This design comes from an exercise in tuning for a short achievable clock period and few clock cycles on the open sky130 flow, not from production work. At most, simulation tests tie the RTL to the original design; equivalence was not proved.

==> module cpu, before the edit <==
module cpu
(
   input  wire       rst,
   input  wire       clk,
   input  wire [7:0] imem_data,
   output wire [7:0] imem_addr,
   output wire       dmem_port_write,
   output wire [7:0] dmem_port_wdata,
   input  wire [7:0] dmem_port_rdata,
   output wire [7:0] dmem_port_addr
);
reg  [7:0] fa;         
reg        ph;         
reg  [7:0] op;         
reg  [7:0] acc;
reg  [7:0] zr;         
reg        cf;
reg        m_ld, m_li, m_alu, m_imm;
reg  [2:0] m_op;       
reg  [7:0] m_b;
reg  [7:0] daddr;
reg  [7:0] wdata;
reg        we;
reg        e_ld, e_li, e_alu;
reg  [2:0] e_op;
reg  [7:0] e_b;
assign imem_addr       = fa;
assign dmem_port_addr  = daddr;
assign dmem_port_wdata = wdata;
assign dmem_port_write = we;
function [8:0] ks_add;
   input [7:0] a;
   input [7:0] b;
   input       ci;
   reg   [7:0] g, p, g1, p1, g2, p2, g3;
   integer i;
   begin
      g = a & b;
      p = a ^ b;
      g[0] = g[0] | (p[0] & ci);
      for (i = 0; i < 8; i = i + 1) begin
         g1[i] = (i >= 1) ? (g[i] | (p[i] & g[i-1])) : g[i];
         p1[i] = (i >= 1) ? (p[i] & p[i-1]) : p[i];
      end
      for (i = 0; i < 8; i = i + 1) begin
         g2[i] = (i >= 2) ? (g1[i] | (p1[i] & g1[i-2])) : g1[i];
         p2[i] = (i >= 2) ? (p1[i] & p1[i-2]) : p1[i];
      end
      for (i = 0; i < 8; i = i + 1) begin
         g3[i] = (i >= 4) ? (g2[i] | (p2[i] & g2[i-4])) : g2[i];
      end
      ks_add = {g3[7], p ^ {g3[6:0], ci}};
   end
endfunction
function [7:0] ks_tgt;
   input [7:0] a;
   input [7:0] b;
   reg   [8:0] r;
   begin
      r      = ks_add(a, b, 1'b0);
      ks_tgt = r[7:0];
   end
endfunction
wire       sub = e_op[0];
wire [8:0] sum = ks_add(sub ? ~acc : acc, e_b, e_op[1] & cf);
reg  [7:0] lres;
always @(*) begin
   case (e_op[1:0])
   2'd0: lres = ~(acc & e_b);
   2'd1: lres = ~(acc | e_b);
   2'd2: lres = acc ^ e_b;
   default: lres = ~(acc ^ e_b);
   endcase
end
wire [7:0] ares    = e_op[2] ? lres : sub ? ~sum[7:0] : sum[7:0];
wire       acar    = ~e_op[2] & ~sub & sum[8];
wire [7:0] acc_fwd = e_alu ? ares : (e_ld | e_li) ? e_b : acc;
wire zf = ~|zr;
wire nf = zr[7];
function cond;
   input [1:0] j;
   input z, c, n;
   begin
      case (j)
      2'd0: cond = 1'b1;
      2'd1: cond = z;
      2'd2: cond = c;
      default: cond = n;
      endcase
   end
endfunction
wire [7:0] ni     = imem_data;
wire       n_used = (ni[7:2] == 6'b000000) ||
                    (((ni[7:6] == 2'b01) || (ni[7:6] == 2'b10)) && (ni[5:3] == 3'b000)) ||
                    (ni[7:2] == 6'b110000);
wire       n_jc   = (ni[7:2] == 6'b110000) && (ni[1:0] != 2'd0);
wire       fbusy  = m_alu | e_alu;
wire       skip   = ~n_used | (n_jc & ~fbusy & ~cond(ni[1:0], zf, cf, nf));
wire o_ls    = (op[7:2] == 6'b000000);
wire o_alu   = (op[7:6] == 2'b01 || op[7:6] == 2'b10) && (op[5:3] == 3'b000);
wire o_jmp   = (op[7:2] == 6'b110000);
wire o_load  = o_ls & (op[1:0] == 2'd0);
wire o_loadi = o_ls & (op[1:0] == 2'd1);
wire o_store = o_ls & (op[1:0] == 2'd2);
wire o_stori = o_ls & (op[1:0] == 2'd3);
wire o_wait  = o_jmp & (op[1:0] != 2'd0) & e_alu;
wire taken   = o_jmp & cond(op[1:0], zf, cf, nf);
always @(posedge clk or posedge rst) begin
   if (rst) begin
      fa    <= 8'd0;
      ph    <= 1'b0;
      op    <= 8'd0;
      acc   <= 8'd0;
      zr    <= 8'd1;
      cf    <= 1'b0;
      m_ld  <= 1'b0;
      m_li  <= 1'b0;
      m_alu <= 1'b0;
      m_imm <= 1'b0;
      m_op  <= 3'd0;
      m_b   <= 8'd0;
      daddr <= 8'd0;
      wdata <= 8'd0;
      we    <= 1'b0;
      e_ld  <= 1'b0;
      e_li  <= 1'b0;
      e_alu <= 1'b0;
      e_op  <= 3'd0;
      e_b   <= 8'd0;
   end
   else begin
      acc <= acc_fwd;
      if (e_alu) begin
         zr <= ares;
         cf <= acar;
      end
      e_ld  <= m_ld;
      e_li  <= m_li;
      e_alu <= m_alu;
      e_op  <= m_op;
      e_b   <= (m_imm | m_li) ? m_b : dmem_port_rdata;
      m_ld  <= 1'b0;
      m_li  <= 1'b0;
      m_alu <= 1'b0;
      we    <= 1'b0;
      if (!ph) begin
         op <= imem_data;
         if (skip) begin
            fa <= fa + 8'd2;
         end
         else begin
            fa <= fa + 8'd1;
            ph <= 1'b1;
         end
      end
      else if (!o_wait) begin
         ph    <= 1'b0;
         fa    <= taken ? ks_tgt(fa, imem_data) : fa + 8'd1;
         m_ld  <= o_load;
         m_li  <= o_loadi;
         m_alu <= o_alu;
         m_imm <= op[2];
         m_op  <= {op[7], op[1:0]};
         m_b   <= imem_data;
         we    <= o_store | o_stori;
         if (o_load | o_store | (o_alu & ~op[2]))
            daddr <= imem_data;
         if (o_stori)
            daddr <= acc_fwd;
         if (o_store)
            wdata <= acc_fwd;
         if (o_stori)
            wdata <= imem_data;
      end
   end
end
endmodule
==> flow/config.mk <==
export PLATFORM = sky130hd
export DESIGN_NAME = cpu
export DESIGN_NICKNAME = cpu
export VERILOG_FILES = /design/flow/design.v
export SDC_FILE = /design/flow/constraint.sdc
export NUM_CORES = 4
export LEC_CHECK = 0
export CAP_MARGIN = 20
export CORE_MARGIN = 2
export CORE_UTILIZATION = 40
export SETUP_SLACK_MARGIN = 4.5
export SLEW_MARGIN = 20
==> flow/constraint.sdc <==
create_clock -name core_clock -period 7.0 [get_ports {clk}]
set_input_delay 1.4000 -clock core_clock [delete_from_list [all_inputs] [get_ports {clk}]]
set_output_delay 1.4000 -clock core_clock [all_outputs]
set_load 0.01 [all_outputs]
run.sh (not shown) runs the stock make flow with config.mk's settings and CLKGATE_MAP_FILE= SYNTH_SCRIPT=/design/flow/synth_recipe.tcl, a recipe that flattens the netlist after the stock synthesis.
The starting point completed with no timing, DRC or antenna violations.
Testbench counts at the start, summed over its fixed seeds: cycles 128,148.
==> next run, changes <==
--- a/flow/design.v
+++ b/flow/design.v
@@ -7,18 +7,20 @@
    output wire       dmem_port_write,
    output wire [7:0] dmem_port_wdata,
    input  wire [7:0] dmem_port_rdata,
    output wire [7:0] dmem_port_addr
 );
 reg  [7:0] fa;         
+reg  [7:0] fa1, fa2, fa3;    
 reg        ph;         
 reg  [7:0] op;         
 reg  [7:0] acc;
 reg  [7:0] zr;         
 reg        cf;
 reg        m_ld, m_li, m_alu, m_imm;
+reg        m_st, m_sti;    
 reg  [2:0] m_op;       
 reg  [7:0] m_b;
 reg  [7:0] daddr;
 reg  [7:0] wdata;
 reg        we;
 reg        e_ld, e_li, e_alu;
@@ -71,13 +73,13 @@
    2'd2: lres = acc ^ e_b;
    default: lres = ~(acc ^ e_b);
    endcase
 end
 wire [7:0] ares    = e_op[2] ? lres : sub ? ~sum[7:0] : sum[7:0];
 wire       acar    = ~e_op[2] & ~sub & sum[8];
-wire [7:0] acc_fwd = e_alu ? ares : (e_ld | e_li) ? e_b : acc;
+wire [7:0] acc_nxt = e_alu ? ares : (e_ld | e_li) ? e_b : acc;
 wire zf = ~|zr;
 wire nf = zr[7];
 function cond;
    input [1:0] j;
    input z, c, n;
    begin
@@ -105,73 +107,100 @@
 wire o_stori = o_ls & (op[1:0] == 2'd3);
 wire o_wait  = o_jmp & (op[1:0] != 2'd0) & e_alu;
 wire taken   = o_jmp & cond(op[1:0], zf, cf, nf);
 always @(posedge clk or posedge rst) begin
    if (rst) begin
       fa    <= 8'd0;
+      fa1   <= 8'd1;
+      fa2   <= 8'd2;
+      fa3   <= 8'd3;
       ph    <= 1'b0;
       op    <= 8'd0;
       acc   <= 8'd0;
       zr    <= 8'd1;
       cf    <= 1'b0;
       m_ld  <= 1'b0;
       m_li  <= 1'b0;
       m_alu <= 1'b0;
       m_imm <= 1'b0;
+      m_st  <= 1'b0;
+      m_sti <= 1'b0;
       m_op  <= 3'd0;
       m_b   <= 8'd0;
       daddr <= 8'd0;
       wdata <= 8'd0;
       we    <= 1'b0;
       e_ld  <= 1'b0;
       e_li  <= 1'b0;
       e_alu <= 1'b0;
       e_op  <= 3'd0;
       e_b   <= 8'd0;
    end
    else begin
-      acc <= acc_fwd;
+      acc <= acc_nxt;
       if (e_alu) begin
          zr <= ares;
          cf <= acar;
       end
       e_ld  <= m_ld;
       e_li  <= m_li;
       e_alu <= m_alu;
       e_op  <= m_op;
       e_b   <= (m_imm | m_li) ? m_b : dmem_port_rdata;
       m_ld  <= 1'b0;
       m_li  <= 1'b0;
       m_alu <= 1'b0;
-      we    <= 1'b0;
+      m_st  <= 1'b0;
+      m_sti <= 1'b0;
+      we    <= m_st | m_sti;
+      if (m_st) begin
+         daddr <= m_b;
+         wdata <= acc;
+      end
+      if (m_sti) begin
+         daddr <= acc;
+         wdata <= m_b;
+      end
       if (!ph) begin
          op <= imem_data;
          if (skip) begin
-            fa <= fa + 8'd2;
+            fa  <= fa2;
+            fa1 <= fa3;
+            fa2 <= fa2 + 8'd2;
+            fa3 <= fa3 + 8'd2;
          end
          else begin
-            fa <= fa + 8'd1;
-            ph <= 1'b1;
+            fa  <= fa1;
+            fa1 <= fa2;
+            fa2 <= fa3;
+            fa3 <= fa3 + 8'd1;
+            ph  <= 1'b1;
          end
       end
       else if (!o_wait) begin
          ph    <= 1'b0;
-         fa    <= taken ? ks_tgt(fa, imem_data) : fa + 8'd1;
+         if (taken) begin
+            fa  <= ks_tgt(fa, imem_data);
+            fa1 <= ks_tgt(fa1, imem_data);
+            fa2 <= ks_tgt(fa2, imem_data);
+            fa3 <= ks_tgt(fa3, imem_data);
+         end
+         else begin
+            fa  <= fa1;
+            fa1 <= fa2;
+            fa2 <= fa3;
+            fa3 <= fa3 + 8'd1;
+         end
          m_ld  <= o_load;
          m_li  <= o_loadi;
          m_alu <= o_alu;
          m_imm <= op[2];
          m_op  <= {op[7], op[1:0]};
          m_b   <= imem_data;
-         we    <= o_store | o_stori;
-         if (o_load | o_store | (o_alu & ~op[2]))
+         m_st  <= o_store;
+         m_sti <= o_stori;
+         if (o_load | (o_alu & ~op[2]))
             daddr <= imem_data;
-         if (o_stori)
-            daddr <= acc_fwd;
-         if (o_store)
-            wdata <= acc_fwd;
-         if (o_stori)
-            wdata <= imem_data;
       end
    end
 end
 endmodule
Outcome: Utilization is lower by 3.0 points. Area after synthesis is higher by 46%. Wire length is higher by 52%. Worst setup slack gets worse by 0.22 ns. Final area is higher by 40%.
Only the layout flow was run in the second run of this note; the RTL was not checked for function there.

separate check: timing with driven ports:
Ports are ideal in the flow. The routed layouts listed here were re-timed in OpenROAD.
Step 1 (the two cells are an assumption about what drives the block):
set clk [get_ports {clk}]
set_driving_cell -lib_cell sky130_fd_sc_hd__clkbuf_16 $clk
set_driving_cell -lib_cell sky130_fd_sc_hd__buf_2 [delete_from_list [all_inputs] $clk]
Step 2 moves the port delays by t, midway between the first and last clock arrival at a register: inputs arrive t later, outputs are due t later. That takes back most of the time a late clock gives input paths.
Slacks: no drivers / after step 1 / after step 2; pairs: no drivers / after step 1.
run	t (ns)	setup slack, ns	latest minus earliest clock arrival (ns)
the first run	0.379	4.319 / 4.303 / 3.925	0.006 / 0.007
the second run	0.402	4.096 / 4.089 / 3.687	0.015 / 0.014
After both steps setup and hold are still met in every run listed. For the second run, which loses most, drivers alone change the setup slack by -0.007 ns; drivers and shift together by -0.409 ns.
